From an optimization exercise on the open Yosys and OpenROAD flow, aimed at small area, a short achievable clock period and few clock cycles per item; shortcuts taken in it are not production practice.
No functional check of the RTL was part of any run shown here.
No activity file was given, so power comes from the tool's default toggle rates.

==> flow/design.v <==
`timescale 1ns / 1ps
module collision(clk, rst, data_in_x, data_in_y, data_in_z, collision_detect, done_valid);
  input clk, rst;
  input signed [9:0] data_in_x, data_in_y, data_in_z;
  output reg collision_detect, done_valid;
  localparam [9:0] NEG = 10'h200;
  function lt10(input [9:0] a, input [9:0] b, input pr);
    reg [9:0] aa, bb;
    reg lt, eq, am, bm;
    integer t;
    begin
      aa = {~a[9], a[8:0]};
      bb = {~b[9], b[8:0]};
      lt = 1'b0; eq = 1'b1;
      for (t = 9; t >= 0; t = t - 1) begin
        lt = lt | (eq & ~aa[t] & bb[t]);
        eq = eq & ~(aa[t] ^ bb[t]);
      end
      am = pr & (a == 10'h200);
      bm = pr & (b == 10'h200);
      lt10 = ~am & (bm | lt);
    end
  endfunction
  function [9:0] sub10(input [9:0] a, input [9:0] b);
    reg [9:0] gg, pp, bb;
    integer t, d;
    begin
      bb = ~b;
      gg = a & bb; pp = a ^ bb;
      gg[0] = gg[0] | pp[0];
      for (d = 1; d < 10; d = d * 2)
        for (t = 9; t >= d; t = t - 1) begin
          gg[t] = gg[t] | (pp[t] & gg[t-d]);
          pp[t] = pp[t] & pp[t-d];
        end
      sub10 = (a ^ bb) ^ {gg[8:0], 1'b1};
    end
  endfunction
  function [11:0] add12(input [11:0] a, input [11:0] b);
    reg [11:0] gg, pp;
    integer t, d;
    begin
      gg = a & b; pp = a ^ b;
      for (d = 1; d < 12; d = d * 2)
        for (t = 11; t >= d; t = t - 1) begin
          gg[t] = gg[t] | (pp[t] & gg[t-d]);
          pp[t] = pp[t] & pp[t-d];
        end
      add12 = (a ^ b) ^ {gg[10:0], 1'b0};
    end
  endfunction
  function [18:0] add19(input [18:0] a, input [18:0] b);
    reg [18:0] gg, pp;
    integer t, d;
    begin
      gg = a & b; pp = a ^ b;
      for (d = 1; d < 19; d = d * 2)
        for (t = 18; t >= d; t = t - 1) begin
          gg[t] = gg[t] | (pp[t] & gg[t-d]);
          pp[t] = pp[t] & pp[t-d];
        end
      add19 = (a ^ b) ^ {gg[17:0], 1'b0};
    end
  endfunction
  function [37:0] csa(input [18:0] a, input [18:0] b, input [18:0] c);
    csa = {a ^ b ^ c, (a & b) | (a & c) | (b & c)};
  endfunction
  reg [29:0] r [0:8];
  reg [3:0] idx;
  reg loading;      
  reg stat_on;      
  integer i;
  always @(posedge clk) begin
    r[0] <= {data_in_z, data_in_y, data_in_x};
    for (i = 1; i < 9; i = i + 1) r[i] <= r[i-1];
  end
  always @(posedge clk) begin
    if (rst) begin
      idx <= 4'd15;
      loading <= 1'b1;
      stat_on <= 1'b0;
    end else begin
      idx <= idx + 4'd1;
      if (idx == 4'd14) loading <= 1'b0;
      stat_on <= loading;
    end
  end
  wire [29:0] r0 = r[0];
  wire [29:0] r8 = r[8];
  reg [9:0] amx [0:2], am2 [0:2], bmx [0:2], bm2 [0:2], smx [0:2], sm2 [0:2];
  reg [2:0] ahs, bhs, shs;
  reg [10:0] ra [0:2];        
  wire [2:0] sep_comb;
  genvar g;
  generate for (g = 0; g < 3; g = g + 1) begin : st
    wire [9:0] v = r0[10*g +: 10];
    wire [9:0] u = r8[10*g +: 10];
    wire vn = (v == NEG);
    wire un = (u == NEG);
    wire ne = (u != v);
    wire c_uv = lt10(u, v, 1'b0);
    wire c_mv = lt10(smx[g], v, 1'b0);
    wire c_mu = lt10(smx[g], u, 1'b0);
    wire c_vm = ~vn & lt10(v, sm2[g], 1'b1);
    wire c_um = ~un & lt10(u, sm2[g], 1'b1);
    always @(posedge clk) begin
      if (stat_on) begin
        if (idx == 4'd0) begin
          amx[g] <= v; am2[g] <= v; ahs[g] <= vn;
          smx[g] <= v; sm2[g] <= v; shs[g] <= vn;
        end else if (idx < 4'd8) begin
          if (lt10(amx[g], v, 1'b0)) amx[g] <= v;
          if (~vn & lt10(v, am2[g], 1'b1)) am2[g] <= v;
          if (vn) ahs[g] <= 1'b1;
        end
        if (idx == 4'd8) begin
          bmx[g] <= v; bm2[g] <= v; bhs[g] <= vn;
        end else if (idx > 4'd8) begin
          if (lt10(bmx[g], v, 1'b0)) bmx[g] <= v;
          if (~vn & lt10(v, bm2[g], 1'b1)) bm2[g] <= v;
          if (vn) bhs[g] <= 1'b1;
          if (ne) begin
            if (c_uv & c_mv) smx[g] <= v;
            else if (!c_uv & c_mu) smx[g] <= u;
            if (c_um & (~c_vm | c_uv)) sm2[g] <= u;
            else if (c_vm) sm2[g] <= v;
            if (un | vn) shs[g] <= 1'b1;
          end
        end
      end
    end
    wire [11:0] amn = ahs[g] ? 12'hE00 : {{2{am2[g][9]}}, am2[g]};
    wire [11:0] bmn = bhs[g] ? 12'hE00 : {{2{bm2[g][9]}}, bm2[g]};
    wire [11:0] smn = shs[g] ? 12'hE00 : {{2{sm2[g][9]}}, sm2[g]};
    wire [11:0] amx12 = {{2{amx[g][9]}}, amx[g]};
    wire [11:0] bmx12 = {{2{bmx[g][9]}}, bmx[g]};
    wire [11:0] smx12 = {{2{smx[g][9]}}, smx[g]};
    wire [11:0] ra_n = amx12 - amn;
    always @(posedge clk)
      if (stat_on && idx == 4'd8) ra[g] <= ra_n[10:0];
    wire [11:0] rb1 = add12(bmx12, ~bmn);
    wire [11:0] rm1 = add12(smx12, ~smn);
    wire [11:0] q0 = {1'b0, ra[g]};
    wire [11:0] q1 = rb1;
    wire [11:0] q2 = ~rm1;
    wire [11:0] ts = q0 ^ q1 ^ q2;
    wire [11:0] tc = {((q0[10:0] & q1[10:0]) | (q0[10:0] & q2[10:0]) | (q1[10:0] & q2[10:0])), 1'b1};
    wire [11:0] dsum = add12(ts, tc);
    assign sep_comb[g] = dsum[11];
  end endgenerate
  reg [29:0] ev [0:2], fv [0:2];
  reg [1:0] ph;
  wire [1:0] dk = idx[1:0];
  wire [29:0] rk = (dk == 2'd1) ? r[1] : (dk == 2'd2) ? r[2] : r[3];
  wire [29:0] dd;
  assign dd[9:0]   = sub10(r0[9:0],   rk[9:0]);
  assign dd[19:10] = sub10(r0[19:10], rk[19:10]);
  assign dd[29:20] = sub10(r0[29:20], rk[29:20]);
  wire ld_ef = stat_on && (idx[2] == 1'b0) && (dk != 2'd0);
  always @(posedge clk) begin
    ev[0] <= (ld_ef && !idx[3]) ? dd : ev[2];
    ev[1] <= ev[0];
    ev[2] <= ev[1];
    fv[0] <= (ld_ef && idx[3]) ? dd : fv[2];
    fv[1] <= fv[0];
    fv[2] <= fv[1];
    if (rst) ph <= 2'd1;
    else ph <= (ph == 2'd2) ? 2'd0 : ph + 2'd1;
  end
  reg [3:0] xcnt;             
  reg [8:0] need_y, need_z;   
  reg [2:0] fast_use;         
  reg [8:0] big;              
  reg [3:0] st_s;             
  reg [3:0] sn;               
  reg [1:0] sc;               
  function [3:0] low9(input [8:0] m);
    integer t;
    begin
      low9 = 4'd0;
      for (t = 8; t >= 0; t = t - 1) if (m[t]) low9 = t[3:0];
    end
  endfunction
  wire x_go = (xcnt != 4'd0 || (idx == 4'd9 && stat_on)) && xcnt < 4'd9;
  wire [3:0] ny = low9(need_y);
  wire [3:0] nz = low9(need_z);
  reg iss;
  reg [3:0] in_n;
  reg [1:0] in_c;
  always @(*) begin
    iss = 1'b0; in_n = xcnt; in_c = 2'd0;
    if (st_s == 4'd1) begin
      iss = 1'b1; in_n = sn; in_c = sc;
    end else if (st_s == 4'd0) begin
      if (x_go) begin
        iss = 1'b1; in_n = xcnt; in_c = 2'd0;
      end else if (need_y != 9'd0) begin
        iss = 1'b1; in_n = ny; in_c = 2'd1;
      end else if (need_z != 9'd0) begin
        iss = 1'b1; in_n = nz; in_c = 2'd2;
      end
    end
  end
  reg [2:0] sa, sb_, scm;     
  reg v0;
  reg [3:0] n0;
  reg [1:0] c0;
  reg [1:0] am3, bm3;         
  always @(*) begin
    case (in_n)
      4'd0, 4'd3, 4'd6: am3 = 2'd1;
      4'd1, 4'd4, 4'd7: am3 = 2'd2;
      default:          am3 = 2'd0;
    endcase
    case (in_n)
      4'd0, 4'd1, 4'd2: bm3 = 2'd1;
      4'd3, 4'd4, 4'd5: bm3 = 2'd2;
      default:          bm3 = 2'd0;
    endcase
  end
  function [2:0] pos3(input [1:0] p, input [1:0] off, input [1:0] m);
    reg [3:0] t;
    begin
      t = {2'd0, p} + {2'd0, off} + 4'd3 - {2'd0, m};
      t = (t >= 4'd6) ? t - 4'd6 : (t >= 4'd3) ? t - 4'd3 : t;
      pos3 = (t == 4'd0) ? 3'b001 : (t == 4'd1) ? 3'b010 : 3'b100;
    end
  endfunction
  always @(posedge clk) begin
    sa <= pos3(ph, 2'd1, am3);
    sb_ <= pos3(ph, 2'd2, bm3);
    scm <= (in_c == 2'd0) ? 3'b001 : (in_c == 2'd1) ? 3'b010 : 3'b100;
    n0 <= in_n; c0 <= in_c;
  end
  wire [29:0] e = ({30{sa[0]}} & ev[0]) | ({30{sa[1]}} & ev[1]) | ({30{sa[2]}} & ev[2]);
  wire [29:0] f = ({30{sb_[0]}} & fv[0]) | ({30{sb_[1]}} & fv[1]) | ({30{sb_[2]}} & fv[2]);
  wire [9:0] s1a = ({10{scm[0]}} & e[19:10]) | ({10{scm[1]}} & e[29:20]) | ({10{scm[2]}} & e[9:0]);
  wire [9:0] s1b = ({10{scm[0]}} & f[29:20]) | ({10{scm[1]}} & f[9:0])   | ({10{scm[2]}} & f[19:10]);
  wire [9:0] s2a = ({10{scm[0]}} & f[19:10]) | ({10{scm[1]}} & f[29:20]) | ({10{scm[2]}} & f[9:0]);
  wire [9:0] s2b = ({10{scm[0]}} & e[29:20]) | ({10{scm[1]}} & e[9:0])   | ({10{scm[2]}} & e[19:10]);
  reg [9:0] o1a, o1b, o2a, o2b;
  reg [18:0] ks, kc;
  reg v1, v2;
  reg [3:0] n1, n2;
  reg [1:0] c1, c2;
  localparam [18:0] KB = 19'd350208;
  wire [18:0] B [0:10];
  wire [4:0] ng1, ng2;
  genvar gm, gi;
  generate
    for (gm = 0; gm < 5; gm = gm + 1) begin : bo
      wire p2 = o1b[2*gm+1], p1 = o1b[2*gm];
      wire q2 = o2b[2*gm+1], q1 = o2b[2*gm];
      wire p0, q0;
      if (gm == 0) begin : lsb
        assign p0 = 1'b0; assign q0 = 1'b0;
      end else begin : mid
        assign p0 = o1b[2*gm-1]; assign q0 = o2b[2*gm-1];
      end
      wire one1 = p1 ^ p0;
      wire two1 = (p2 & ~p1 & ~p0) | (~p2 & p1 & p0);
      wire one2 = q1 ^ q0;
      wire two2 = (q2 & ~q1 & ~q0) | (~q2 & q1 & q0);
      assign ng1[gm] = p2;
      assign ng2[gm] = ~q2;
      wire [10:0] ae = {o1a[9], o1a};
      wire [10:0] ce = {o2a[9], o2a};
      wire [10:0] x1, x2;
      for (gi = 0; gi < 11; gi = gi + 1) begin : bb
        wire m1, m2;
        if (gi == 0) begin : b0
          assign m1 = one1 & ae[0];
          assign m2 = one2 & ce[0];
        end else begin : bn
          assign m1 = (one1 & ae[gi]) | (two1 & ae[gi-1]);
          assign m2 = (one2 & ce[gi]) | (two2 & ce[gi-1]);
        end
        if (gi == 10) begin : top
          assign x1[gi] = ~(m1 ^ ng1[gm]);
          assign x2[gi] = ~(m2 ^ ng2[gm]);
        end else begin : low
          assign x1[gi] = m1 ^ ng1[gm];
          assign x2[gi] = m2 ^ ng2[gm];
        end
      end
      wire [28:0] w1 = {18'd0, x1} << (2*gm);
      wire [28:0] w2 = {18'd0, x2} << (2*gm);
      if (gm == 0) begin : r0
        assign B[0] = w1[18:0];
        assign B[1] = w2[18:0];
      end else begin : rn
        wire [28:0] c1_ = {28'd0, ng1[gm-1]} << (2*gm-2);
        wire [28:0] c2_ = {28'd0, ng2[gm-1]} << (2*gm-2);
        assign B[2*gm] = w1[18:0] | c1_[18:0];
        assign B[2*gm+1] = w2[18:0] | c2_[18:0];
      end
    end
  endgenerate
  assign B[10] = KB | {9'd0, ng1[4] & ng2[4], ng1[4] ^ ng2[4], 8'd0};
  wire [18:0] L1 [0:7];
  wire [18:0] L2 [0:5];
  wire [18:0] L3 [0:3];
  wire [18:0] L4 [0:2];
  wire [18:0] L5 [0:1];
  generate
    for (gi = 0; gi < 3; gi = gi + 1) begin : c1l
      wire [37:0] x = csa(B[3*gi], B[3*gi+1], B[3*gi+2]);
      assign L1[2*gi] = x[37:19];
      assign L1[2*gi+1] = {x[17:0], 1'b0};
    end
    assign L1[6] = B[9];
    assign L1[7] = B[10];
    for (gi = 0; gi < 2; gi = gi + 1) begin : c2l
      wire [37:0] x = csa(L1[3*gi], L1[3*gi+1], L1[3*gi+2]);
      assign L2[2*gi] = x[37:19];
      assign L2[2*gi+1] = {x[17:0], 1'b0};
    end
    assign L2[4] = L1[6];
    assign L2[5] = L1[7];
    for (gi = 0; gi < 2; gi = gi + 1) begin : c3l
      wire [37:0] x = csa(L2[3*gi], L2[3*gi+1], L2[3*gi+2]);
      assign L3[2*gi] = x[37:19];
      assign L3[2*gi+1] = {x[17:0], 1'b0};
    end
    begin : c4l
      wire [37:0] x = csa(L3[0], L3[1], L3[2]);
      assign L4[0] = x[37:19];
      assign L4[1] = {x[17:0], 1'b0};
      assign L4[2] = L3[3];
    end
    begin : c5l
      wire [37:0] x = csa(L4[0], L4[1], L4[2]);
      assign L5[0] = x[37:19];
      assign L5[1] = {x[17:0], 1'b0};
    end
  endgenerate
  always @(posedge clk) begin
    o1a <= s1a; o1b <= s1b; o2a <= s2a; o2b <= s2b;
    n1 <= n0; c1 <= c0;
    ks <= L5[0];
    kc <= L5[1];
    n2 <= n1; c2 <= c1;
  end
  wire [18:0] k = add19(ks, kc);
  wire kz = (k == 19'd0);
  wire kfast = (k[18:16] == 3'b000) || (k[18:16] == 3'b111);
  reg statfin, finished, sepany_r, cdone_r;
  wire sepany = statfin && ((sep_comb & fast_use) != 3'd0);
  wire cross_done = (xcnt == 4'd9) && need_y == 9'd0 && need_z == 9'd0 && !v0 && !v1 && !v2;
  reg kneg;                   
  function [9:0] sel3(input [1:0] c, input [29:0] a);
    sel3 = (c == 2'd0) ? a[9:0] : (c == 2'd1) ? a[19:10] : a[29:20];
  endfunction
  wire [2:0] hsel = {shs[sc], bhs[sc], ahs[sc]};
  wire [9:0] xa = (kneg & hsel[0]) ? NEG : sel3(sc, {amx[2], amx[1], amx[0]});
  wire [9:0] xb = (kneg & hsel[1]) ? NEG : sel3(sc, {bmx[2], bmx[1], bmx[0]});
  wire [9:0] xc = (kneg & hsel[2]) ? NEG : sel3(sc, {smx[2], smx[1], smx[0]});
  wire [9:0] na_ = (~kneg & hsel[0]) ? NEG : sel3(sc, {am2[2], am2[1], am2[0]});
  wire [9:0] nb_ = (~kneg & hsel[1]) ? NEG : sel3(sc, {bm2[2], bm2[1], bm2[0]});
  wire [9:0] nc_ = (~kneg & hsel[2]) ? NEG : sel3(sc, {sm2[2], sm2[1], sm2[0]});
  wire [11:0] xa12 = {{2{xa[9]}}, xa};
  wire [11:0] xb12 = {{2{xb[9]}}, xb};
  wire [11:0] xc12 = {{2{xc[9]}}, xc};
  wire [11:0] na12 = {{2{na_[9]}}, na_};
  wire [11:0] nb12 = {{2{nb_[9]}}, nb_};
  wire [11:0] nc12 = {{2{nc_[9]}}, nc_};
  reg [18:0] sh;
  reg neg, seen, lt;
  reg [4:0] bc;
  reg [11:0] xr, yr;
  reg [12:0] acca, accb;
  wire sb = (bc < 5'd19) && (neg ? (sh[0] ^ seen) : sh[0]);
  wire [12:0] na = acca + (sb ? {1'b0, xr} : 13'd0);
  wire [12:0] nb = accb + (sb ? {1'b0, yr} : 13'd0);
  always @(posedge clk) begin
    v0 <= iss;
    v1 <= v0;
    v2 <= v1;
    sepany_r <= sepany;
    cdone_r <= cross_done;
    if (rst) begin
      xcnt <= 4'd0; need_y <= 9'd0; need_z <= 9'd0; fast_use <= 3'd0; big <= 9'd0;
      v0 <= 1'b0; v1 <= 1'b0; v2 <= 1'b0; statfin <= 1'b0; finished <= 1'b0;
      done_valid <= 1'b0; collision_detect <= 1'b0; st_s <= 4'd0;
      sepany_r <= 1'b0; cdone_r <= 1'b0;
    end else begin
      done_valid <= 1'b0;
      if (done_valid) finished <= 1'b1;
      if (ld_ef && dd[9:0] != 10'd0 && !(idx[3] && dk == 2'd1)) fast_use[0] <= 1'b1;
      if (st_s == 4'd0) begin
        if (x_go) xcnt <= xcnt + 4'd1;
        else if (need_y != 9'd0) need_y[ny] <= 1'b0;
        else if (need_z != 9'd0) need_z[nz] <= 1'b0;
      end
      if (v2 && st_s == 4'd0) begin
        if (kz) begin
          if (c2 == 2'd0) need_y[n2] <= 1'b1;
          else if (c2 == 2'd1) need_z[n2] <= 1'b1;
        end else if (kfast) fast_use[c2] <= 1'b1;
        else big[n2] <= 1'b1;
      end
      if (idx == 4'd15 && stat_on) statfin <= 1'b1;
      case (st_s)
        4'd0: begin
          collision_detect <= !sepany;
          if (!finished && !done_valid && statfin && (sepany || (cross_done && big == 9'd0)))
            done_valid <= 1'b1;
          if (!finished && !done_valid && cdone_r && !sepany_r && big != 9'd0) begin
            st_s <= 4'd1; sn <= low9(big); sc <= 2'd0;
          end
        end
        4'd1: st_s <= 4'd2;                      
        4'd2: st_s <= 4'd3;                      
        4'd3: st_s <= 4'd4;                      
        4'd4: begin                              
          if (kz) begin
            sc <= sc + 2'd1; st_s <= 4'd1;
          end else begin
            sh <= k; neg <= k[18]; kneg <= (k == 19'h40000); st_s <= 4'd5;
          end
        end
        4'd5: begin                              
          xr <= xa12 - na12;
          yr <= xc12 - nc12;
          st_s <= 4'd6;
        end
        4'd6: begin
          xr <= xr + xb12;
          st_s <= 4'd11;
        end
        4'd11: begin
          xr <= xr - nb12;
          acca <= 13'd0; accb <= 13'd0; bc <= 5'd0; seen <= 1'b0; lt <= 1'b0;
          st_s <= 4'd7;
        end
        4'd7: begin                              
          acca <= na >> 1;
          accb <= nb >> 1;
          sh <= sh >> 1;
          seen <= seen | sh[0];
          if (na[0] != nb[0]) lt <= (bc == 5'd27) ? na[0] : nb[0];
          bc <= bc + 5'd1;
          if (bc == 5'd27) st_s <= 4'd8;
        end
        4'd8: begin
          if (lt) begin
            done_valid <= 1'b1; collision_detect <= 1'b0; st_s <= 4'd10;
          end else begin
            big[sn] <= 1'b0;
            st_s <= 4'd9;
          end
        end
        4'd9: begin
          if (big == 9'd0) begin
            done_valid <= 1'b1; collision_detect <= 1'b1; st_s <= 4'd10;
          end else begin
            st_s <= 4'd1; sn <= low9(big); sc <= 2'd0;
          end
        end
        default: ;
      endcase
    end
  end
endmodule
==> flow/run.sh <==
#!/bin/bash
# synth_recipe.tcl (not shown) runs the flow's synth.tcl, then flattens the netlist and writes it again
# the make line also repeats each setting of config.mk as NAME=value (left out here)
make -C /OpenROAD-flow-scripts/flow DESIGN_CONFIG=/design/flow/config.mk WORK_HOME=/design/flow/orfs CLKGATE_MAP_FILE= SYNTH_SCRIPT=/design/flow/synth_recipe.tcl finish
==> flow/config.mk <==
export PLATFORM = sky130hd
export DESIGN_NAME = collision
export DESIGN_NICKNAME = collision
export VERILOG_FILES = /design/flow/design.v
export SDC_FILE = /design/flow/constraint.sdc
export NUM_CORES = 4
export LEC_CHECK = 0
export CAP_MARGIN = 20
export CORE_MARGIN = 2
export CORE_UTILIZATION = 40
export SETUP_SLACK_MARGIN = 5
export SLEW_MARGIN = 20
==> flow/constraint.sdc <==
create_clock -name core_clock -period 10.0 [get_ports {clk}]
set_input_delay 2.0000 -clock core_clock [delete_from_list [all_inputs] [get_ports {clk}]]
set_output_delay 2.0000 -clock core_clock [all_outputs]
set_load 0.01 [all_outputs]
==> Flow_metrics.wiki, run 1 <==
{| class="wikitable"
! Metric !! Value
|-
| Status || timing/DRC/antenna clean
|-
| MaxCap Viol Count || 0
|-
| Depth of the worst register-to-register path || 22
|-
| Launching instance or port of the critical path || bhs[2]
|-
| Critical-path top delay cell || sky130_fd_sc_hd__xnor2_2
|-
| Post-DP HPWL || 114400 um
|-
| Prevailing post-synth register cell || sky130_fd_sc_hd__dfxtp_1
|-
| Standard-cell rows || 131
|-
| Antenna Nets Post-Route || 0
|-
| Average cell area after synthesis || between 9 and 10 um2
|-
| Async set-or-reset flop fraction in the synthesized netlist || 0%
|-
| Routed wire length || 156200 um
|-
| Simple-Gate Fraction of Synth Area || 14.39%
|-
| Met2 routed wirelength || about 67000 um
|-
| Arrival time reported for the critical path endpoint || 5.63 ns
|-
| First-pass GRT wire length || between 200000 and 250000 um
|-
| Post-synthesis instance total || 5497
|-
| Hold buffer count at CTS || 0
|-
| Crit path largest cell delay || 0.51 ns
|-
| Crit path depth || 22
|-
| Layout cell share with drive strength beyond 1 || 8.219%
|-
| Global route total overflow || 0
|-
| Proportion of synthesized area in mux cells || 2.256%
|-
| Number of warnings issued by yosys || 11
|-
| Nets || 5940
|-
| Total power || 20170 uW
|-
| Syn Std Cell Area || 51420 um2
|-
| Number of flops mapped to enable cells by yosys || 303
|-
| Num Clock Sinks || 909
|-
| Critical Path Sink Type || register
|-
| Ratio of routed vias to standard cells || 5.719
|-
| Portion of total power attributed to the clock network || 19.0%
|-
| DR top layer || met5
|-
| Clk root buf || sky130_fd_sc_hd__clkbuf_16
|-
| Internal Power || ~11000 uW
|-
| Worst hold path depth || 0
|-
| Gate power share || 52.4%
|-
| Maximum number of pins on one net before global-route repair || 84
|-
| Maximum VDD drop || 0.0003349 V
|-
| Clock tree from TritonCTS || done
|-
| Final weighted congestion of routability-driven global placement || 0.9699
|-
| Post-synthesis share of cell area spent on full adders, half adders and majority gates || 15.08%
|-
| Endpoints failing hold || 0
|-
| Most instantiated cells after synthesis || sky130_fd_sc_hd__dfxtp_1, sky130_fd_sc_hd__nand2_1, sky130_fd_sc_hd__inv_1
|-
| Metal-1 WL || ~71000 um
|-
| Top-area cell type share of the netlist area || 23.59%
|-
| Worst setup SP type || register
|-
| CP delay by family, top || compound AO/OA/AOI/OAI gates
|-
| Area of the core || 127500 um2
|-
| Maximum level of the CTS H-tree || 3
|-
| Final setup skew || approximately 0.069 ns
|-
| Reg-to-Reg Start || bhs[2]
|-
| Total CTS buffers || just under 100
|-
| Setup violation total in the final timing report || 0
|-
| CP Data Required Time || 10.62 ns
|-
| Count of boundary I/O pins || 34
|-
| Post-synthesis compound-gate area fraction || 18.24%
|-
| Count of unresolved DRC violations after routing || 0
|-
| Final-report max-slew violation count || 0
|-
| Worst-path clk slew || 0.06 ns
|-
| Peak Freq || 199.7 MHz
|-
| Cell with the most instances after synthesis || sky130_fd_sc_hd__dfxtp_1
|-
| Routed len/inst || 21.70 um
|-
| Worst Max-Slew Pin Slew || 1.042 ns
|-
| Number of register bits inferred by synthesis || 909
|-
| Number of iterations in the first detailed-routing pass || 10
|-
| Worst skew pair latency || 0.73 ns
|-
| Clock Path Buffers || 3
|-
| Seq/Total Area, Yosys || 41.29%
|-
| Unrepaired setup endpoints after global routing || yes
|-
| Die area || approximately 130000 um2
|-
| Area growth syn-to-layout || 12.04%
|-
| Total number of vias || 41190
|-
| Die span in x || 362.5 um
|-
| Static leakage power || 0.02346 uW
|-
| Critical path buffer and inverter count || 3
|-
| Reg-to-reg setup timing slack || between 4 and 5 ns
|-
| Cell area power density || 350.1 nW/um2
|-
| Share of the synthesized netlist area taken by xor and xnor gates || 3.151%
|-
| Antenna violations before repair || 6
|-
| Largest family of logic cells by synthesized area || compound AO/OA/AOI/OAI gates
|-
| Post-Synthesis Net Count || ~6000
|-
| Launch point of the worst hold path || r[7][9]
|-
| Sw Pwr || 8707 uW
|-
| Count of buffers inserted at the top-level ports || 33
|-
| Crit path kind || register to register
|-
| Cell type with the highest aggregate area in the netlist || sky130_fd_sc_hd__dfxtp_1
|-
| Initial cell density of the core || 40.32%
|-
| Die Ht || 362.5 um
|-
| Synth unique cells || 95
|-
| Worst slew margin relative to its limit || between 30 and 40%
|-
| 1st-iter DRT viols || 4537
|-
| Switch share || 43.16%
|-
| Aggregate negative setup slack || 0 ns
|-
| Top post-synthesis cells by area || sky130_fd_sc_hd__dfxtp_1, sky130_fd_sc_hd__edfxtp_1, sky130_fd_sc_hd__ha_1
|-
| CP Cell Sequence || buf_4, nand2b_4, fa_2, a21o_1, a21oi_2, o21bai_1, a21oi_2, nor2b_1, o21a_1, or3_1, nand2_1, fa_1, inv_2, ha_4, a2111o_1, o21ai_2, xnor2_1, xnor2_1, xnor2_2, a22oi_2, buf_4, a31oi_1
|-
| Min Clock Period, post-route || 5.008 ns
|-
| Met3 Routed Length || 12950 um
|-
| Period utilization || 50.08%
|-
| Hold crit path type || register to register
|-
| Via count of the first global-routing pass || about 38000
|-
| Crit-path max FO || 4
|-
| Portion of total power attributed to sequential cells || around 28%
|-
| Total Routing Usage GR || a little under a quarter
|}
[cell families after synthesis]
kind of cell / Yosys count
adder cells (fa/ha/maj): 560
XOR/XNOR: 185
buffers and inverters: 760
AND/OR/NAND/NOR: 1560
AO/OA/AOI/OAI: 1409
multiplexers: 114
flip-flops: 909
[layer usage]
layer	global-route usage, %	up-vias
li1	-	19420
met1	33.57	19690
met2	35.02	1764
met3	3.952	306
met4	7.428	4
met5	0	-
[stage by stage]
step | utilization (%) | hold slack (ns) | cells | setup slack (ns) | instance area (um2)
2_1_floorplan | - | 0.3096 | 5497 | 5.208 | 51420
3_3_place_gp | 41.82 | 0.3098 | 6973 | 4.273 | 53320
3_5_place_dp | 41.82 | 0.3121 | 6973 | 4.264 | 53330
4_1_cts | 44.72 | 0.3181 | 7168 | 4.965 | 57020
5_1_grt | 45.17 | 0.3140 | 7198 | 4.886 | 57600
6_report | 45.18 | 0.3074 | 7202 | 4.992 | 57610
[registers in the layout, indices dropped and copies added, names as in the netlist, 15 cells and up]
| signal | count |
|---|---|
| ra | 33 |
| fv | 90 |
| am2 | 30 |
| smx | 30 |
| bmx | 30 |
| r | 270 |
| ks | 19 |
| bm2 | 30 |
| sm2 | 30 |
| ev | 90 |
| amx | 30 |
| sh | 19 |
| kc | 15 |
[power by group through the flow]
stage                     clock, uW  sequential, uW  combinational, uW
after global routing           4050            5850              12100
after CTS                      3900            5730              10400
final                          3840            5760              10600
after floorplan                   0            5240               7630
after detailed placement          0            5800              10200
after global placement            0            5780              10100
[final timing paths]
check          endpoint
min reg2reg     r[8][9]
max reg2reg  done_valid
max          done_valid
min             r[8][9]
[cell usage in the layout, fill, tap and decap left out, types with 21 or more instances in the layout]
cell	instances
sky130_fd_sc_hd__o21bai_1	22
sky130_fd_sc_hd__nor2_1	408
sky130_fd_sc_hd__nand3_1	47
sky130_fd_sc_hd__a31oi_1	40
sky130_fd_sc_hd__a21boi_0	40
sky130_fd_sc_hd__o21ai_0	328
sky130_fd_sc_hd__nand2b_1	157
sky130_fd_sc_hd__a221oi_1	33
sky130_fd_sc_hd__o221ai_1	39
sky130_fd_sc_hd__nor4_1	37
sky130_fd_sc_hd__and2_1	67
sky130_fd_sc_hd__nor3_1	61
sky130_fd_sc_hd__a221o_1	42
sky130_fd_sc_hd__a22oi_1	91
sky130_fd_sc_hd__a21oi_2	21
sky130_fd_sc_hd__xnor2_1	128
sky130_fd_sc_hd__maj3_1	88
sky130_fd_sc_hd__xor2_1	53
sky130_fd_sc_hd__a21o_1	56
sky130_fd_sc_hd__o22ai_1	65
sky130_fd_sc_hd__buf_4	108
sky130_fd_sc_hd__a211oi_1	59
sky130_fd_sc_hd__a21oi_1	283
sky130_fd_sc_hd__nand2_1	535
sky130_fd_sc_hd__ha_1	311
sky130_fd_sc_hd__edfxtp_1	303
sky130_fd_sc_hd__inv_1	456
sky130_fd_sc_hd__nor2b_1	107
sky130_fd_sc_hd__fa_1	129
sky130_fd_sc_hd__a222oi_1	47
sky130_fd_sc_hd__clkbuf_16	102
sky130_fd_sc_hd__o21a_1	29
sky130_fd_sc_hd__dfxtp_1	594
sky130_fd_sc_hd__o211ai_1	23
sky130_fd_sc_hd__mux2i_1	99
sky130_fd_sc_hd__clkdlybuf4s50_1	32
[final cells by class]
| cell class | count | area (um2) |
|---|---|---|
| Antenna cell | 4 | 10.01 |
| Clock buffer | 118 | 2680 |
| Clock inverter | 64 | 774.5 |
| Fill cell | 12090 | 69910 |
| Inverter | 470 | 1769 |
| Multi-Input combinational cell | 3828 | 27790 |
| Sequential cell | 909 | 21250 |
| Tap cell | 1662 | 2079 |
| Timing Repair Buffer | 147 | 1264 |
[what timing repair did]
item	in CTS	in global routing
endpoints found under the hold margin	0	0
cloned	0	2
resized for setup	31	63
pin swaps	5	31
endpoints found under the setup margin	12	16
setup buffers	13	28
==> run 2: changes to the inputs <==
==> flow/flow/run.sh (new file) <==
#!/bin/bash
set -o pipefail
bash standard.sh SETUP_SLACK_MARGIN=6 finish > flow_make.log 2>&1
==> flow/standard.sh (new file) <==
#!/bin/bash
# synth_recipe.tcl (not shown) runs the flow's synth.tcl, then flattens the netlist and writes it again
# the make line also repeats each setting of config.mk as NAME=value (left out here)
make -C /OpenROAD-flow-scripts/flow DESIGN_CONFIG=/design/flow/config.mk WORK_HOME=/design/flow/orfs CLKGATE_MAP_FILE= SYNTH_SCRIPT=/design/flow/synth_recipe.tcl "${@:-finish}"
--- a/flow/config.mk
+++ b/flow/config.mk
@@ -8,5 +8,4 @@
 export CAP_MARGIN = 20
 export CORE_MARGIN = 2
 export CORE_UTILIZATION = 40
-export SETUP_SLACK_MARGIN = 5
 export SLEW_MARGIN = 20
removed: flow/run.sh
==> run 2 against run 1 <==
  * Still clean
  * Final area rose by 4.7%
  * Register-to-register slack improved by 0.26 ns
  * Via count grew 1.5%
  * Worst hold slack improved by 0.016 ns
  * Critical path depth shrank 2
  * Clock skew down 0.034 ns
  * Die area unchanged
  * Global-route usage grew 0.33 points
  * Wire length rose by 4.1%
  * Highest routed layer unchanged
==> Flow_metrics.wiki, run 2 <==
{| class="wikitable"
! Metric !! Value
|-
| Critical Path Sink Type || register
|-
| Area growth syn-to-layout || 17.34%
|-
| Worst-path clk slew || 0.07 ns (about the same)
|-
| Reg-to-reg endpoint || sepany_r
|-
| Antenna violations before repair || 6 (unchanged)
|-
| Most common library cell in the layout ignoring fill and taps || sky130_fd_sc_hd__dfxtp_1
|-
| Top-area cell type share of the netlist area || 23.59% (unchanged)
|-
| Nets || 6071 (+2.2%)
|-
| Maximum level of the CTS H-tree || 3 (unchanged)
|-
| First-pass GRT wire length || 238500 um (+1.3%)
|-
| Most used cells in the layout excluding fill and tap cells || sky130_fd_sc_hd__dfxtp_1, sky130_fd_sc_hd__nand2_1, sky130_fd_sc_hd__inv_1
|-
| Total CTS buffers || 96 (-1.0%)
|-
| Clock tree from TritonCTS || done
|-
| Status || timing/DRC/antenna clean
|-
| Instance count after placement with tap cells included || 6972 (-0.014%)
|-
| Die Ht || 362.5 um (unchanged)
|-
| Crit path kind || register to register
|-
| Unrepaired setup endpoints after global routing || yes
|-
| Post-synthesis share of cell area spent on full adders, half adders and majority gates || 15.08% (unchanged)
|-
| Initial cell density of the core || 40.32% (unchanged)
|-
| Async set-or-reset flop fraction in the synthesized netlist || 0% (unchanged)
|-
| Prevailing post-synth register cell || sky130_fd_sc_hd__dfxtp_1
|-
| Final setup skew || 0.03428 ns (-0.03449 ns)
|-
| Hold buffer count at CTS || 0 (unchanged)
|-
| CP Data Required Time || 10.60 ns (-0.02 ns)
|-
| Num Clock Sinks || 909 (unchanged)
|-
| Setup violation total in the final timing report || 0 (unchanged)
|-
| Cell area power density || 347.8 nW/um2 (-0.66%)
|-
| Reg-to-Reg Start || sm2[0][1]
|-
| 1st-iter DRT viols || 3985 (-12%)
|-
| Count of unresolved DRC violations after routing || 0 (unchanged)
|-
| Total Routing Usage GR || 23.52% (+0.33 points)
|-
| Worst skew pair latency || 0.72 ns (about the same)
|-
| Aggregate negative setup slack || 0 ns (unchanged)
|-
| Share of the synthesized netlist area taken by xor and xnor gates || 3.151% (unchanged)
|-
| Internal Power || 11960 uW (+4.4%)
|-
| Launching instance or port of the critical path || sm2[0][1]
|-
| Period utilization || 47.44% (-2.6 points)
|-
| Maximum number of pins on one net before global-route repair || 62 (-26%)
|-
| Seq/Total Area, Yosys || 41.29% (unchanged)
|-
| Number of iterations in the first detailed-routing pass || 8 (-2)
|-
| Number of warnings issued by yosys || 11 (unchanged)
|-
| Ratio of routed vias to standard cells || 5.701 (-0.30%)
|-
| Syn Std Cell Area || 51420 um2 (unchanged)
|-
| Routed len/inst || 22.19 um (+2.3%)
|-
| Portion of total power attributed to the clock network || 17.7% (-1.3 points)
|-
| Clock Path Buffers || 3 (unchanged)
|-
| Sw Pwr || 9020 uW (+3.6%)
|-
| Maximum VDD drop || 0.0003196 V (-4.6%)
|-
| Die span in x || 362.5 um (unchanged)
|-
| Peak Freq || 210.8 MHz (+5.6%)
|-
| Worst slew margin relative to its limit || 27.57% (-2.6 points)
|-
| Hold Worst Slack || 0.3233 ns (+0.01594 ns)
|-
| Proportion of synthesized area in mux cells || 2.256% (unchanged)
|-
| Critical path destination || sepany_r
|-
| Worst Max-Slew Pin Slew || 1.080 ns (+0.03769 ns)
|-
| Register containing the most flip-flops in the final layout || r
|-
| Hold crit path type || register to register
|-
| Total power || 20980 uW (+4.0%)
|-
| Worst setup SP type || register
|-
| Total number of vias || 41790 (+1.5%)
|-
| Gate power share || 55.0% (+2.6 points)
|-
| Die area || 131400 um2 (unchanged)
|-
| Largest family of logic cells by synthesized area || compound AO/OA/AOI/OAI gates
|-
| Simple-Gate Fraction of Synth Area || 14.39% (unchanged)
|-
| Antenna Nets Post-Route || 0 (unchanged)
|-
| Count of buffers inserted at the top-level ports || 33 (unchanged)
|-
| Portion of total power attributed to sequential cells || 27.3% (-1.2 points)
|-
| Depth of the worst register-to-register path || 20 (-9.1%)
|-
| Number of register bits inferred by synthesis || 909 (unchanged)
|-
| Synth unique cells || 95 (unchanged)
|-
| Top post-synthesis cells by area || sky130_fd_sc_hd__dfxtp_1, sky130_fd_sc_hd__edfxtp_1, sky130_fd_sc_hd__ha_1
|-
| Switch share || 42.99% (-0.18 points)
|-
| Clk root buf || sky130_fd_sc_hd__clkbuf_16
|-
| Post-DP HPWL || 113100 um (-1.2%)
|-
| Layout cell share with drive strength beyond 1 || 14.17% (+6.0 points)
|-
| Post-synthesis compound-gate area fraction || 18.24% (unchanged)
|-
| Routed wire length || 162700 um (+4.1%)
|-
| Cell with the most instances after synthesis || sky130_fd_sc_hd__dfxtp_1
|-
| Reg-to-reg setup timing slack || 5.26 ns (+0.26 ns)
|-
| Area of the core || 127500 um2 (unchanged)
|-
| Post-Synthesis Net Count || 5984 (unchanged)
|-
| Standard-cell rows || 131 (unchanged)
|-
| Arrival time reported for the critical path endpoint || 5.34 ns (-0.29 ns)
|-
| Final-report max-slew violation count || 0 (unchanged)
|-
| Number of flops mapped to enable cells by yosys || 303 (unchanged)
|-
| Final weighted congestion of routability-driven global placement || 0.9916 (+2.2%)
|-
| Crit-path max FO || 6 (+2)
|-
| Count of boundary I/O pins || 34 (unchanged)
|-
| MaxCap Viol Count || 0 (unchanged)
|-
| Via count of the first global-routing pass || 38860 (+1.6%)
|-
| Min Clock Period, post-route || 4.744 ns (-0.2644 ns)
|-
| Max reg flops || 270 (unchanged)
|-
| Most instantiated cells after synthesis || sky130_fd_sc_hd__dfxtp_1, sky130_fd_sc_hd__nand2_1, sky130_fd_sc_hd__inv_1
|-
| Antenna diode instance count || 0 (-4)
|-
| Endpoints failing hold || 0 (unchanged)
|-
| Top Registers || r x270, ev x90, fv x90
|-
| Cell type with the highest aggregate area in the netlist || sky130_fd_sc_hd__dfxtp_1
|-
| Final instance count without filler cells || 7329 (+1.8%)
|-
| Global route total overflow || 0 (unchanged)
|-
| Average cell area after synthesis || 9.354 um2 (unchanged)
|-
| Static leakage power || 0.02446 uW (+4.3%)
|-
| Post-synthesis instance total || 5497 (unchanged)
|}
-- run 2: final cells by class --
type,count,area [um2]
clock buffer,129,2751
clock inverter,52,571.8
fill,11960,67180
inverter,470,1787
multi-input combinational,3829,29110
sequential,909,21360
tap,1662,2079
timing repair buffer,277,2670
timing repair inverter,1,5.005
-- run 2: worst min-delay path by stage --
| stage | startpoint | to | slack, ns | depth (start not counted) |
|---|---|---|---|---|
| finish | r[4][15] | r[5][15] | 0.32 | 0 |
| global route | r[6][9] | r[7][9] | 0.33 | 0 |
| CTS | r[4][19] | r[5][19] | 0.32 | 0 |
| detailed placement | n1[1] | n2[1] | 0.31 | 0 |
| global placement | r[7][12] | r[8][12] | 0.31 | 0 |
| floorplan | c0[0] | c1[0] | 0.31 | 0 |
-- run 2: logic make-up after synthesis --
group	Yosys count
flops	909
simple gates	1560
xor+xnor	185
mux	114
fa+ha+maj	560
buf+inv	760
compound gates	1409
-- run 2: per-layer routing --
layer  wire length [um]  part of all wire [%]  global-route usage (%)
met2              71620                    44                   36.51
met1              70840                    44                   32.37
met4               5624                   3.5                   7.892
met5                 27                 0.017                       0
met3              14540                   8.9                   5.098
-- run 2: what timing repair did --
item / 4_1_cts / 5_1_grt
pin swaps: 59 / 121
buffers inserted: 76 / 89
gates cloned: 5 / 6
gates resized for setup: 248 / 212
endpoints found under the setup margin: 104 / 113
-- run 2: power by group through the flow --
stage / Sequential, uW / Clock [uW] / Combinational, uW
final: 5720 / 3720 / 11500
after global placement: 5790 / 0 / 10000
after detailed placement: 5800 / 0 / 10200
after floorplan: 5250 / 0 / 7700
after CTS: 5740 / 3790 / 10800
after global routing: 5810 / 3940 / 13200
-- run 2: through the flow --
step / setup slack (ns) / utilization, % / instance area [um2]
after floorplan: 5.615 / - / 51670
after global placement: 4.639 / 41.93 / 53470
after detailed placement: 4.645 / 41.95 / 53500
after CTS: 5.319 / 45.89 / 58520
after global routing: 5.009 / 47.32 / 60340
final: 5.256 / 47.32 / 60340
-- run 2: worst max-delay path, stage by stage, from the launching register on --
cell                       delay, ns
sky130_fd_sc_hd__edfxtp_1       0.53
sky130_fd_sc_hd__nand2b_4       0.14
sky130_fd_sc_hd__ha_4           0.20
sky130_fd_sc_hd__a21o_1         0.20
sky130_fd_sc_hd__a21oi_4        0.14
sky130_fd_sc_hd__nor2b_1        0.06
sky130_fd_sc_hd__o21a_1         0.23
sky130_fd_sc_hd__o41ai_4        0.32
sky130_fd_sc_hd__o21bai_1       0.12
sky130_fd_sc_hd__a21oi_1        0.18
sky130_fd_sc_hd__xor2_1         0.23
sky130_fd_sc_hd__fa_1           0.45
sky130_fd_sc_hd__ha_2           0.20
sky130_fd_sc_hd__or4_4          0.49
sky130_fd_sc_hd__o22ai_4        0.17
sky130_fd_sc_hd__xnor2_2        0.11
sky130_fd_sc_hd__xnor2_2        0.27
sky130_fd_sc_hd__xnor2_4        0.16
sky130_fd_sc_hd__a22oi_2        0.23
sky130_fd_sc_hd__buf_4          0.15
sky130_fd_sc_hd__a21oi_1        0.05
==> run 3: changes to the inputs <==
--- a/flow/design.v
+++ b/flow/design.v
@@ -89,8 +89,8 @@
   wire [29:0] r8 = r[8];
   reg [9:0] amx [0:2], am2 [0:2], bmx [0:2], bm2 [0:2], smx [0:2], sm2 [0:2];
   reg [2:0] ahs, bhs, shs;
-  reg [10:0] ra [0:2];        
-  wire [2:0] sep_comb;
+  wire sepx;                  
+  reg sepy, sepz, sepyz;       
   genvar g;
   generate for (g = 0; g < 3; g = g + 1) begin : st
     wire [9:0] v = r0[10*g +: 10];
@@ -135,18 +135,24 @@
     wire [11:0] amx12 = {{2{amx[g][9]}}, amx[g]};
     wire [11:0] bmx12 = {{2{bmx[g][9]}}, bmx[g]};
     wire [11:0] smx12 = {{2{smx[g][9]}}, smx[g]};
-    wire [11:0] ra_n = amx12 - amn;
-    always @(posedge clk)
-      if (stat_on && idx == 4'd8) ra[g] <= ra_n[10:0];
-    wire [11:0] rb1 = add12(bmx12, ~bmn);
-    wire [11:0] rm1 = add12(smx12, ~smn);
-    wire [11:0] q0 = {1'b0, ra[g]};
-    wire [11:0] q1 = rb1;
-    wire [11:0] q2 = ~rm1;
-    wire [11:0] ts = q0 ^ q1 ^ q2;
-    wire [11:0] tc = {((q0[10:0] & q1[10:0]) | (q0[10:0] & q2[10:0]) | (q1[10:0] & q2[10:0])), 1'b1};
-    wire [11:0] dsum = add12(ts, tc);
-    assign sep_comb[g] = dsum[11];
+    if (g == 0) begin : sx
+      wire [11:0] q0 = amx12;
+      wire [11:0] q1 = bmx12;
+      wire [11:0] q2 = smn;
+      wire [11:0] q3 = ~amn;
+      wire [11:0] q4 = ~bmn;
+      wire [11:0] q5 = ~smx12;
+      wire [11:0] t0s = q0 ^ q1 ^ q2;
+      wire [11:0] t0c = {((q0[10:0] & q1[10:0]) | (q0[10:0] & q2[10:0]) | (q1[10:0] & q2[10:0])), 1'b1};
+      wire [11:0] t1s = q3 ^ q4 ^ q5;
+      wire [11:0] t1c = {((q3[10:0] & q4[10:0]) | (q3[10:0] & q5[10:0]) | (q4[10:0] & q5[10:0])), 1'b1};
+      wire [11:0] t2s = t0s ^ t0c ^ t1s;
+      wire [11:0] t2c = {((t0s[10:0] & t0c[10:0]) | (t0s[10:0] & t1s[10:0]) | (t0c[10:0] & t1s[10:0])), 1'b1};
+      wire [11:0] t3s = t2s ^ t2c ^ t1c;
+      wire [11:0] t3c = {((t2s[10:0] & t2c[10:0]) | (t2s[10:0] & t1c[10:0]) | (t2c[10:0] & t1c[10:0])), 1'b0};
+      wire [11:0] dsum = add12(t3s, t3c);
+      assign sepx = dsum[11];
+    end
   end endgenerate
   reg [29:0] ev [0:2], fv [0:2];
   reg [1:0] ph;
@@ -345,25 +351,24 @@
   wire kz = (k == 19'd0);
   wire kfast = (k[18:16] == 3'b000) || (k[18:16] == 3'b111);
   reg statfin, finished, sepany_r, cdone_r;
-  wire sepany = statfin && ((sep_comb & fast_use) != 3'd0);
+  wire sepany = statfin && ((sepx && fast_use[0]) || (sepyz && ((sepy && fast_use[1]) || (sepz && fast_use[2]))));
   wire cross_done = (xcnt == 4'd9) && need_y == 9'd0 && need_z == 9'd0 && !v0 && !v1 && !v2;
-  reg kneg;                   
+  wire kneg = (sh == 19'h40000);
   function [9:0] sel3(input [1:0] c, input [29:0] a);
     sel3 = (c == 2'd0) ? a[9:0] : (c == 2'd1) ? a[19:10] : a[29:20];
   endfunction
-  wire [2:0] hsel = {shs[sc], bhs[sc], ahs[sc]};
-  wire [9:0] xa = (kneg & hsel[0]) ? NEG : sel3(sc, {amx[2], amx[1], amx[0]});
-  wire [9:0] xb = (kneg & hsel[1]) ? NEG : sel3(sc, {bmx[2], bmx[1], bmx[0]});
-  wire [9:0] xc = (kneg & hsel[2]) ? NEG : sel3(sc, {smx[2], smx[1], smx[0]});
-  wire [9:0] na_ = (~kneg & hsel[0]) ? NEG : sel3(sc, {am2[2], am2[1], am2[0]});
-  wire [9:0] nb_ = (~kneg & hsel[1]) ? NEG : sel3(sc, {bm2[2], bm2[1], bm2[0]});
-  wire [9:0] nc_ = (~kneg & hsel[2]) ? NEG : sel3(sc, {sm2[2], sm2[1], sm2[0]});
-  wire [11:0] xa12 = {{2{xa[9]}}, xa};
-  wire [11:0] xb12 = {{2{xb[9]}}, xb};
-  wire [11:0] xc12 = {{2{xc[9]}}, xc};
-  wire [11:0] na12 = {{2{na_[9]}}, na_};
-  wire [11:0] nb12 = {{2{nb_[9]}}, nb_};
-  wire [11:0] nc12 = {{2{nc_[9]}}, nc_};
+  reg [1:0] yz;
+  wire [1:0] cs = (st_s == 4'd0) ? yz : sc;
+  wire kng = kneg & (st_s != 4'd0);
+  wire [2:0] hsel = {shs[cs], bhs[cs], ahs[cs]};
+  wire [9:0] xa = (kng & hsel[0]) ? NEG : sel3(cs, {amx[2], amx[1], amx[0]});
+  wire [9:0] xb = (kng & hsel[1]) ? NEG : sel3(cs, {bmx[2], bmx[1], bmx[0]});
+  wire [9:0] xc = (kng & hsel[2]) ? NEG : sel3(cs, {smx[2], smx[1], smx[0]});
+  wire [9:0] na_ = (~kng & hsel[0]) ? NEG : sel3(cs, {am2[2], am2[1], am2[0]});
+  wire [9:0] nb_ = (~kng & hsel[1]) ? NEG : sel3(cs, {bm2[2], bm2[1], bm2[0]});
+  wire [9:0] nc_ = (~kng & hsel[2]) ? NEG : sel3(cs, {sm2[2], sm2[1], sm2[0]});
+  wire [11:0] xsel = {{2{xa[9]}}, xa} - {{2{na_[9]}}, na_} + {{2{xb[9]}}, xb} - {{2{nb_[9]}}, nb_};
+  wire [11:0] ysel = {{2{xc[9]}}, xc} - {{2{nc_[9]}}, nc_};
   reg [18:0] sh;
   reg neg, seen, lt;
   reg [4:0] bc;
@@ -382,7 +387,7 @@
       xcnt <= 4'd0; need_y <= 9'd0; need_z <= 9'd0; fast_use <= 3'd0; big <= 9'd0;
       v0 <= 1'b0; v1 <= 1'b0; v2 <= 1'b0; statfin <= 1'b0; finished <= 1'b0;
       done_valid <= 1'b0; collision_detect <= 1'b0; st_s <= 4'd0;
-      sepany_r <= 1'b0; cdone_r <= 1'b0;
+      sepany_r <= 1'b0; cdone_r <= 1'b0; yz <= 2'd1; sepyz <= 1'b0;
     end else begin
       done_valid <= 1'b0;
       if (done_valid) finished <= 1'b1;
@@ -402,8 +407,18 @@
       if (idx == 4'd15 && stat_on) statfin <= 1'b1;
       case (st_s)
         4'd0: begin
+          if (statfin && !sepyz) begin
+            xr <= xsel;
+            yr <= ysel;
+            if (yz == 2'd2) sepy <= (xr < yr);
+            if (yz == 2'd3) begin
+              sepz <= (xr < yr);
+              sepyz <= 1'b1;
+            end
+            yz <= yz + 2'd1;
+          end
           collision_detect <= !sepany;
-          if (!finished && !done_valid && statfin && (sepany || (cross_done && big == 9'd0)))
+          if (!finished && !done_valid && statfin && (sepany || (sepyz && cross_done && big == 9'd0)))
             done_valid <= 1'b1;
           if (!finished && !done_valid && cdone_r && !sepany_r && big != 9'd0) begin
             st_s <= 4'd1; sn <= low9(big); sc <= 2'd0;
@@ -416,20 +431,12 @@
           if (kz) begin
             sc <= sc + 2'd1; st_s <= 4'd1;
           end else begin
-            sh <= k; neg <= k[18]; kneg <= (k == 19'h40000); st_s <= 4'd5;
+            sh <= k; neg <= k[18]; st_s <= 4'd5;
           end
         end
         4'd5: begin                              
-          xr <= xa12 - na12;
-          yr <= xc12 - nc12;
-          st_s <= 4'd6;
-        end
-        4'd6: begin
-          xr <= xr + xb12;
-          st_s <= 4'd11;
-        end
-        4'd11: begin
-          xr <= xr - nb12;
+          xr <= xsel;
+          yr <= ysel;
           acca <= 13'd0; accb <= 13'd0; bc <= 5'd0; seen <= 1'b0; lt <= 1'b0;
           st_s <= 4'd7;
         end
==> flow/run.sh (new file) <==
#!/bin/bash
# synth_recipe.tcl (not shown) runs the flow's synth.tcl, then flattens the netlist and writes it again
# the make line also repeats each setting of config.mk as NAME=value (left out here)
make -C /OpenROAD-flow-scripts/flow DESIGN_CONFIG=/design/flow/config.mk WORK_HOME=/design/flow/orfs CLKGATE_MAP_FILE= SYNTH_SCRIPT=/design/flow/synth_recipe.tcl finish
--- a/flow/config.mk
+++ b/flow/config.mk
@@ -8,4 +8,5 @@
 export CAP_MARGIN = 20
 export CORE_MARGIN = 2
 export CORE_UTILIZATION = 40
+export SETUP_SLACK_MARGIN = 5
 export SLEW_MARGIN = 20
removed: flow/flow/run.sh
removed: flow/standard.sh
==> run 3 against run 2 <==
  * Core utilization shrank 2.2 points
  * Area after synthesis down 9.5%
  * Sequential power is 3% higher
  * Wire length down 16%
  * Sequential share of layout area up 3.6 points
  * Largest cell class unchanged
==> Flow_metrics.wiki, run 3 <==
{| class="wikitable"
! Metric !! Value
|-
| Die span in x || 345.1 um (-4.8%)
|-
| Layout cell share with drive strength beyond 1 || 7.553% (-6.6 points)
|-
| Endpoints failing hold || 0 (unchanged)
|-
| Number of iterations in the first detailed-routing pass || 10 (+2)
|-
| Antenna Nets Post-Route || 0 (unchanged)
|-
| Prevailing post-synth register cell || sky130_fd_sc_hd__dfxtp_1
|-
| Cell with the most instances after synthesis || sky130_fd_sc_hd__dfxtp_1
|-
| Worst setup SP type || register
|-
| Top Registers || r x270, ev x90, fv x90
|-
| Worst Max-Slew Pin Slew || 1.110 ns (+0.03005 ns)
|-
| Crit-path max FO || 5 (-1)
|-
| Area growth syn-to-layout || 12.16%
|-
| Number of warnings issued by yosys || 10 (-1)
|-
| Period utilization || 51.74% (+4.3 points)
|-
| Number of flops mapped to enable cells by yosys || 271 (-11%)
|-
| Maximum number of pins on one net before global-route repair || 61 (-1.6%)
|-
| Async set-or-reset flop fraction in the synthesized netlist || 0% (unchanged)
|-
| Critical Path Sink Type || register
|-
| Total power || 21280 uW (+1.4%)
|-
| Final setup skew || 0.06488 ns (+0.03060 ns)
|-
| Top-area cell type share of the netlist area || 26.19% (+2.6 points)
|-
| Total CTS buffers || 94 (-2.1%)
|-
| Crit path kind || register to register
|-
| Average cell area after synthesis || 9.581 um2 (+2.4%)
|-
| Maximum VDD drop || 0.0003405 V (+6.5%)
|-
| Arrival time reported for the critical path endpoint || 5.54 ns (+0.20 ns)
|-
| Most used cells in the layout excluding fill and tap cells || sky130_fd_sc_hd__dfxtp_1, sky130_fd_sc_hd__nand2_1, sky130_fd_sc_hd__inv_1
|-
| Portion of total power attributed to the clock network || 16.9% (-0.8 points)
|-
| Count of boundary I/O pins || 34 (unchanged)
|-
| MaxCap Viol Count || 0 (unchanged)
|-
| Num Clock Sinks || 880 (-3.2%)
|-
| Hold crit path type || register to register
|-
| Sw Pwr || 9141 uW (+1.3%)
|-
| Register containing the most flip-flops in the final layout || r
|-
| Die area || 119100 um2 (-9.4%)
|-
| Initial cell density of the core || 40.22% (-0.10 points)
|-
| Global route total overflow || 0 (unchanged)
|-
| Clk root buf || sky130_fd_sc_hd__clkbuf_16
|-
| CP Data Required Time || 10.37 ns (-0.23 ns)
|-
| Portion of total power attributed to sequential cells || 27.6% (+0.3 points)
|-
| Routed len/inst || 21.30 um (-4.0%)
|-
| Reg-to-Reg Start || st_s[3]
|-
| Die Ht || 345.1 um (-4.8%)
|-
| Worst-path clk slew || 0.06 ns (about the same)
|-
| Syn Std Cell Area || 46550 um2 (-9.5%)
|-
| Most common library cell in the layout ignoring fill and taps || sky130_fd_sc_hd__dfxtp_1
|-
| Aggregate negative setup slack || 0 ns (unchanged)
|-
| Routed wire length || 136300 um (-16%)
|-
| Gate power share || 55.6% (+0.6 points)
|-
| Number of register bits inferred by synthesis || 880 (-3.2%)
|-
| Launching instance or port of the critical path || st_s[3]
|-
| Via count of the first global-routing pass || 33990 (-13%)
|-
| Synth unique cells || 92 (-3.2%)
|-
| First-pass GRT wire length || 208500 um (-13%)
|-
| 1st-iter DRT viols || 4184 (+5.0%)
|-
| Status || timing/DRC/antenna clean
|-
| Total number of vias || 36370 (-13%)
|-
| Antenna violations before repair || 1 (-5)
|-
| Post-DP HPWL || 97160 um (-14%)
|-
| Count of unresolved DRC violations after routing || 0 (unchanged)
|-
| Unrepaired setup endpoints after global routing || yes
|-
| Max reg flops || 270 (unchanged)
|-
| Maximum level of the CTS H-tree || 3 (unchanged)
|-
| Post-Synthesis Net Count || 5253 (-12%)
|-
| Nets || 5185 (-15%)
|-
| Switch share || 42.96% (about the same)
|-
| Clock tree from TritonCTS || done
|-
| Internal Power || 12140 uW (+1.5%)
|-
| Final weighted congestion of routability-driven global placement || 0.9507 (-4.1%)
|-
| Worst slew margin relative to its limit || 25.43% (-2.1 points)
|-
| Launch point of the worst hold path || r[7][26]
|-
| Util after Layout || 45.11% (-2.2 points)
|-
| Peak Freq || 193.3 MHz (-8.3%)
|-
| Standard-cell rows || 125 (-4.6%)
|-
| Setup violation total in the final timing report || 0 (unchanged)
|-
| Clock Path Buffers || 3 (unchanged)
|-
| Worst skew pair latency || 0.68 ns (-0.04 ns)
|-
| Antenna diode instance count || 0 (unchanged)
|-
| Ratio of routed vias to standard cells || 5.686 (-0.27%)
|-
| Total Routing Usage GR || 22.32% (-1.2 points)
|-
| Top post-synthesis cells by area || sky130_fd_sc_hd__dfxtp_1, sky130_fd_sc_hd__edfxtp_1, sky130_fd_sc_hd__fa_1
|-
| Area of the core || 115700 um2 (-9.2%)
|-
| Final-report max-slew violation count || 0 (unchanged)
|-
| Static leakage power || 0.02113 uW (-14%)
|-
| Seq/Total Area, Yosys || 43.67% (+2.4 points)
|-
| Count of buffers inserted at the top-level ports || 33 (unchanged)
|-
| Cell type with the highest aggregate area in the netlist || sky130_fd_sc_hd__dfxtp_1
|-
| Post-synthesis instance total || 4859 (-12%)
|-
| Cell area power density || 407.5 nW/um2 (+17%)
|-
| Min Clock Period, post-route || 5.174 ns (+0.4302 ns)
|-
| Most instantiated cells after synthesis || sky130_fd_sc_hd__dfxtp_1, sky130_fd_sc_hd__nand2_1, sky130_fd_sc_hd__inv_1
|}
run 3: cell types whose count changed after synthesis, sizes merged, moves of 26 or more:
cell	change
a211oi	+47
a21boi	-26
a21oi	-55
and2	-28
edfxtp	-32
ha	-110
inv	-63
nand2	-75
nand2b	-94
nand3	+29
nor2	-52
o21ai	-95
xnor2	-40
run 3: stage by stage:
| step | cells | area, um2 | setup WS, ns | hold slack, ns |
|---|---|---|---|---|
| floorplan | 4859 | 46600 | 4.896 | 0.3096 |
| global placement | 6179 | 48200 | 3.579 | 0.3095 |
| detailed placement | 6179 | 48210 | 3.463 | 0.3121 |
| CTS | 6388 | 52020 | 4.851 | 0.2971 |
| global route | 6396 | 52210 | 4.678 | 0.3106 |
| finish | 6396 | 52210 | 4.826 | 0.2974 |
run 3: power by group through the flow:
stage / clock, uW / combinational, uW / sequential [uW]
finish: 3590 / 11800 / 5870
detailed placement: 0 / 11200 / 5920
CTS: 3660 / 11700 / 5850
floorplan: 0 / 8580 / 5320
global route: 3820 / 13500 / 5950
global placement: 0 / 11000 / 5890
run 3: per-layer routing:
layer  track usage, %  routed length [um]
met5                0                   0
met4            6.749                3883
met3            3.339               10750
met2            33.96               59380
met1            32.62               62250
run 3: logic make-up (layout without fill, tap and decap cells):
family / count (synthesis) / in the layout / share of synthesized area (%)
simple gates: 1295 / 1295 / 12.89
flops: 880 / 880 / 43.67
mux: 96 / 96 / 2.083
buf+inv: 712 / 725 / 5.822
xor+xnor: 147 / 147 / 2.766
fa+ha+maj: 460 / 460 / 14.26
compound gates: 1269 / 1269 / 18.52
run 3: worst paths after layout:
path / end / slack [ns] / depth (start not counted)
setup / recovery: xr[11] / 4.83 / 20
hold / removal: r[8][26] / 0.30 / 0
setup reg to reg: xr[11] / 4.83 / 20
hold reg to reg: r[8][26] / 0.30 / 0
run 3: critical path, cell delays in order, from the launching register on:
cell	delay (ns)
sky130_fd_sc_hd__dfxtp_4	0.35
sky130_fd_sc_hd__nor4_4	0.28
sky130_fd_sc_hd__buf_4	0.18
sky130_fd_sc_hd__mux2i_4	0.25
sky130_fd_sc_hd__buf_12	0.16
sky130_fd_sc_hd__mux2i_1	0.19
sky130_fd_sc_hd__o21ai_1	0.10
sky130_fd_sc_hd__nor2b_4	0.15
sky130_fd_sc_hd__a211o_1	0.32
sky130_fd_sc_hd__fa_2	0.57
sky130_fd_sc_hd__fa_2	0.44
sky130_fd_sc_hd__ha_2	0.20
sky130_fd_sc_hd__a21o_1	0.18
sky130_fd_sc_hd__a21oi_2	0.15
sky130_fd_sc_hd__nand2b_1	0.13
sky130_fd_sc_hd__a21boi_2	0.07
sky130_fd_sc_hd__o311a_1	0.31
sky130_fd_sc_hd__o21a_1	0.19
sky130_fd_sc_hd__o21a_1	0.19
sky130_fd_sc_hd__o41a_1	0.33
sky130_fd_sc_hd__xnor2_1	0.13
run 3: cell type report:
type                    count  area (um2)
well taps                1524        1907
fillers                 10950       63520
inverters                 407        1528
multi-input cells        3267       23740
flip-flops and latches    880       20360
clock inverters            47       514.2
clock buffers             130        2721
repair buffers            141        1450
run 3: repair_timing:
action / CTS / global route
gates resized for setup: 42 / 30
buffers inserted: 25 / 7
hold buffers: 0 / 0
cloned: 7 / 0
pin swaps: 8 / 10
setup endpoints to repair: 25 / 32
==> run 4: changes to the inputs <==
--- a/flow/config.mk
+++ b/flow/config.mk
@@ -7,6 +7,6 @@
 export LEC_CHECK = 0
 export CAP_MARGIN = 20
 export CORE_MARGIN = 2
-export CORE_UTILIZATION = 40
+export CORE_UTILIZATION = 60
 export SETUP_SLACK_MARGIN = 5
 export SLEW_MARGIN = 20
==> run 4 against run 3 <==
  * Total power fell by 1.0%
  * Fmax fell by 0.91%
  * Setup slack got worse by 0.048 ns
  * Sequential share of layout area rose by 0.74 points
  * Critical endpoint unchanged
==> Flow_metrics.wiki, run 4 <==
{| class="wikitable"
! Metric !! Value
|-
| 1st-iter DRT viols || 4161 (-0.55%)
|-
| Area of the core || 77080 um2 (-33%)
|-
| Clk root buf || sky130_fd_sc_hd__clkbuf_16
|-
| Worst hold path depth || 0 (unchanged)
|-
| Routed len/inst || 23.02 um (+8.1%)
|-
| Filler cell count in the final layout || 6284 (-43%)
|-
| Launch point of the worst hold path || c1[1]
|-
| Global route total overflow || 0 (unchanged)
|-
| Max reg flops || 270 (unchanged)
|-
| Post-Synthesis Net Count || 5253 (unchanged)
|-
| Maximum VDD drop || 0.0003889 V (+14%)
|-
| Register containing the most flip-flops in the final layout || r
|-
| Hold crit path type || register to register
|-
| Count of unresolved DRC violations after routing || 0 (unchanged)
|-
| Top post-synthesis cells by area || sky130_fd_sc_hd__dfxtp_1, sky130_fd_sc_hd__edfxtp_1, sky130_fd_sc_hd__fa_1
|-
| Post-DP HPWL || 96160 um (-1.0%)
|-
| Reg-to-reg setup timing slack || 4.78 ns (-0.05 ns)
|-
| Final setup skew || 0.04414 ns (-0.02075 ns)
|-
| Async set-or-reset flop fraction in the synthesized netlist || 0% (unchanged)
|-
| Antenna Nets Post-Route || 0 (unchanged)
|-
| Footprint of the multi-input gates || 23720 um2 (about the same)
|-
| Number of iterations in the first detailed-routing pass || 10 (unchanged)
|-
| Top Registers || r x270, ev x90, fv x90
|-
| Die area || 79830 um2 (-33%)
|-
| Aggregate negative setup slack || 0 ns (unchanged)
|-
| Endpoints failing hold || 0 (unchanged)
|-
| Average cell area after synthesis || 9.581 um2 (unchanged)
|-
| Finished layout cell area || 51240 um2 (-1.9%)
|-
| Arrival time reported for the critical path endpoint || 5.65 ns (+0.11 ns)
|-
| Critical Path Sink Type || register
|-
| Seq/Total Area, Yosys || 43.67% (unchanged)
|-
| Status || timing/DRC/antenna clean
|-
| Min Clock Period, post-route || 5.221 ns (+0.04759 ns)
|-
| Clock Path Buffers || 3 (unchanged)
|-
| Reg-to-Reg Start || st_s[0]
|-
| Ratio of routed vias to standard cells || 6.197 (+9.0%)
|-
| Cell type with the highest aggregate area in the netlist || sky130_fd_sc_hd__dfxtp_1
|-
| Cell area power density || 411.1 nW/um2 (+0.88%)
|-
| Synth unique cells || 92 (unchanged)
|-
| Final-report max-slew violation count || 0 (unchanged)
|-
| Area growth syn-to-layout || 10.08%
|-
| Worst skew pair latency || 0.68 ns (about the same)
|-
| Depth of the worst register-to-register path || 20 (unchanged)
|-
| Routed wire length || 135800 um (-0.34%)
|-
| Period utilization || 52.21% (+0.48 points)
|-
| Num Clock Sinks || 880 (unchanged)
|-
| Number of warnings issued by yosys || 10 (unchanged)
|-
| Total number of vias || 36560 (+0.53%)
|-
| Prevailing post-synth register cell || sky130_fd_sc_hd__dfxtp_1
|}
run 4: cell counts after synthesis:
Identical to the previous run, type by type.
run 4: metrics by stage:
| step | setup slack [ns] | total power, uW | utilization [%] | instances |
|---|---|---|---|---|
| final | 4.779 | 21070 | 66.48 | 5899 |
| after global routing | 4.557 | 23040 | 66.48 | 5898 |
| after CTS | 4.800 | 20910 | 66.28 | 5889 |
| after detailed placement | 3.512 | 17170 | 61.84 | 5701 |
| after global placement | 3.651 | 17040 | 61.83 | 5701 |
| after floorplan | 4.896 | 13900 | - | 4859 |
run 4: layout make-up:
class                      instances  area share, %
clock buffer                     122          5.054
sequential                       880          39.73
clock inverter                    50          1.084
timing repair buffer             132          2.324
multi-input combinational       3267          46.29
antenna                            1       0.004883
inverter                         407          2.981
tap                             1040          2.539
run 4: cells by family after synthesis:
kind of cell    after synthesis  share of synthesized area (%)
simple gates               1295                          12.89
compound gates             1269                          18.52
flops                       880                          43.67
buf+inv                     712                          5.822
fa+ha+maj                   460                          14.26
xor+xnor                    147                          2.766
mux                          96                          2.083
run 4: worst max path at each step:
stage | startpoint | to | depth (start not counted)
CTS | st_s[3] | xr[11] | 20
detailed placement | st_s[2] | xr[11] | 17
global placement | st_s[2] | xr[11] | 17
floorplan | st_s[2] | xr[11] | 19
global route | st_s[0] | xr[11] | 20
finish | st_s[0] | xr[11] | 20
run 4: report_power, final:
part           total, uW  internal [uW]  switching (uW)
Sequential          5790           4930             862
Combinational      11800           5040            6750
Clock               3490           1990            1500
Total              21100          12000            9110
run 4: critical path, stage by stage (launching register included):
cell,delay [ns]
sky130_fd_sc_hd__dfxtp_4,0.36
sky130_fd_sc_hd__nor4_4,0.29
sky130_fd_sc_hd__buf_4,0.20
sky130_fd_sc_hd__mux2i_4,0.31
sky130_fd_sc_hd__buf_12,0.16
sky130_fd_sc_hd__mux2i_1,0.18
sky130_fd_sc_hd__o21ai_1,0.10
sky130_fd_sc_hd__nor2b_4,0.17
sky130_fd_sc_hd__buf_12,0.15
sky130_fd_sc_hd__a211o_1,0.27
sky130_fd_sc_hd__fa_1,0.46
sky130_fd_sc_hd__fa_1,0.56
sky130_fd_sc_hd__ha_4,0.23
sky130_fd_sc_hd__a21oi_2,0.15
sky130_fd_sc_hd__nand2b_4,0.14
sky130_fd_sc_hd__a21boi_2,0.06
sky130_fd_sc_hd__o311a_1,0.31
sky130_fd_sc_hd__o21a_1,0.20
sky130_fd_sc_hd__o21a_1,0.21
sky130_fd_sc_hd__o41a_1,0.33
sky130_fd_sc_hd__xnor2_1,0.13
run 4: what timing repair did:
action	4_1_cts	5_1_grt
gates cloned	1	0
pin swaps	6	10
setup endpoints to repair	26	14
setup buffers	15	6
gates resized for setup	29	18
run 4: per-layer routing:
metal	track usage [%]	part of all wire (%)
met4	13.16	4.4
met5	0	0.0096
met3	6.129	8.8
met1	47.32	42
met2	51.88	44

[re-timing with driven ports]
How much do the figures lean on ideal ports? The routed layouts below were timed once more, with nothing changed but the port constraints. Step 1 (the two cells are an assumption about what drives the block):
set clk [get_ports {clk}]
set_driving_cell -lib_cell sky130_fd_sc_hd__clkbuf_16 $clk
set_driving_cell -lib_cell sky130_fd_sc_hd__buf_2 [delete_from_list [all_inputs] $clk]
Step 2, shift: input delay + t, output delay - t, t = (earliest + latest rising clock arrival at the registers) / 2. This alone moves slack from input paths to output paths. Slacks: ideal ports / drivers / drivers and shift; pairs: ideal ports / drivers.
run	shift t [ns]	slack for setup (ns)	clock arrival spread, ns
run 1	0.770	4.992 / 4.992 / 4.992	0.069 / 0.069
run 2	0.779	5.256 / 5.256 / 5.256	0.035 / 0.036
run 3	0.720	4.826 / 4.826 / 4.826	0.065 / 0.065
run 4	0.727	4.779 / 4.779 / 4.779	0.044 / 0.044
After both steps every run listed still meets setup and hold.
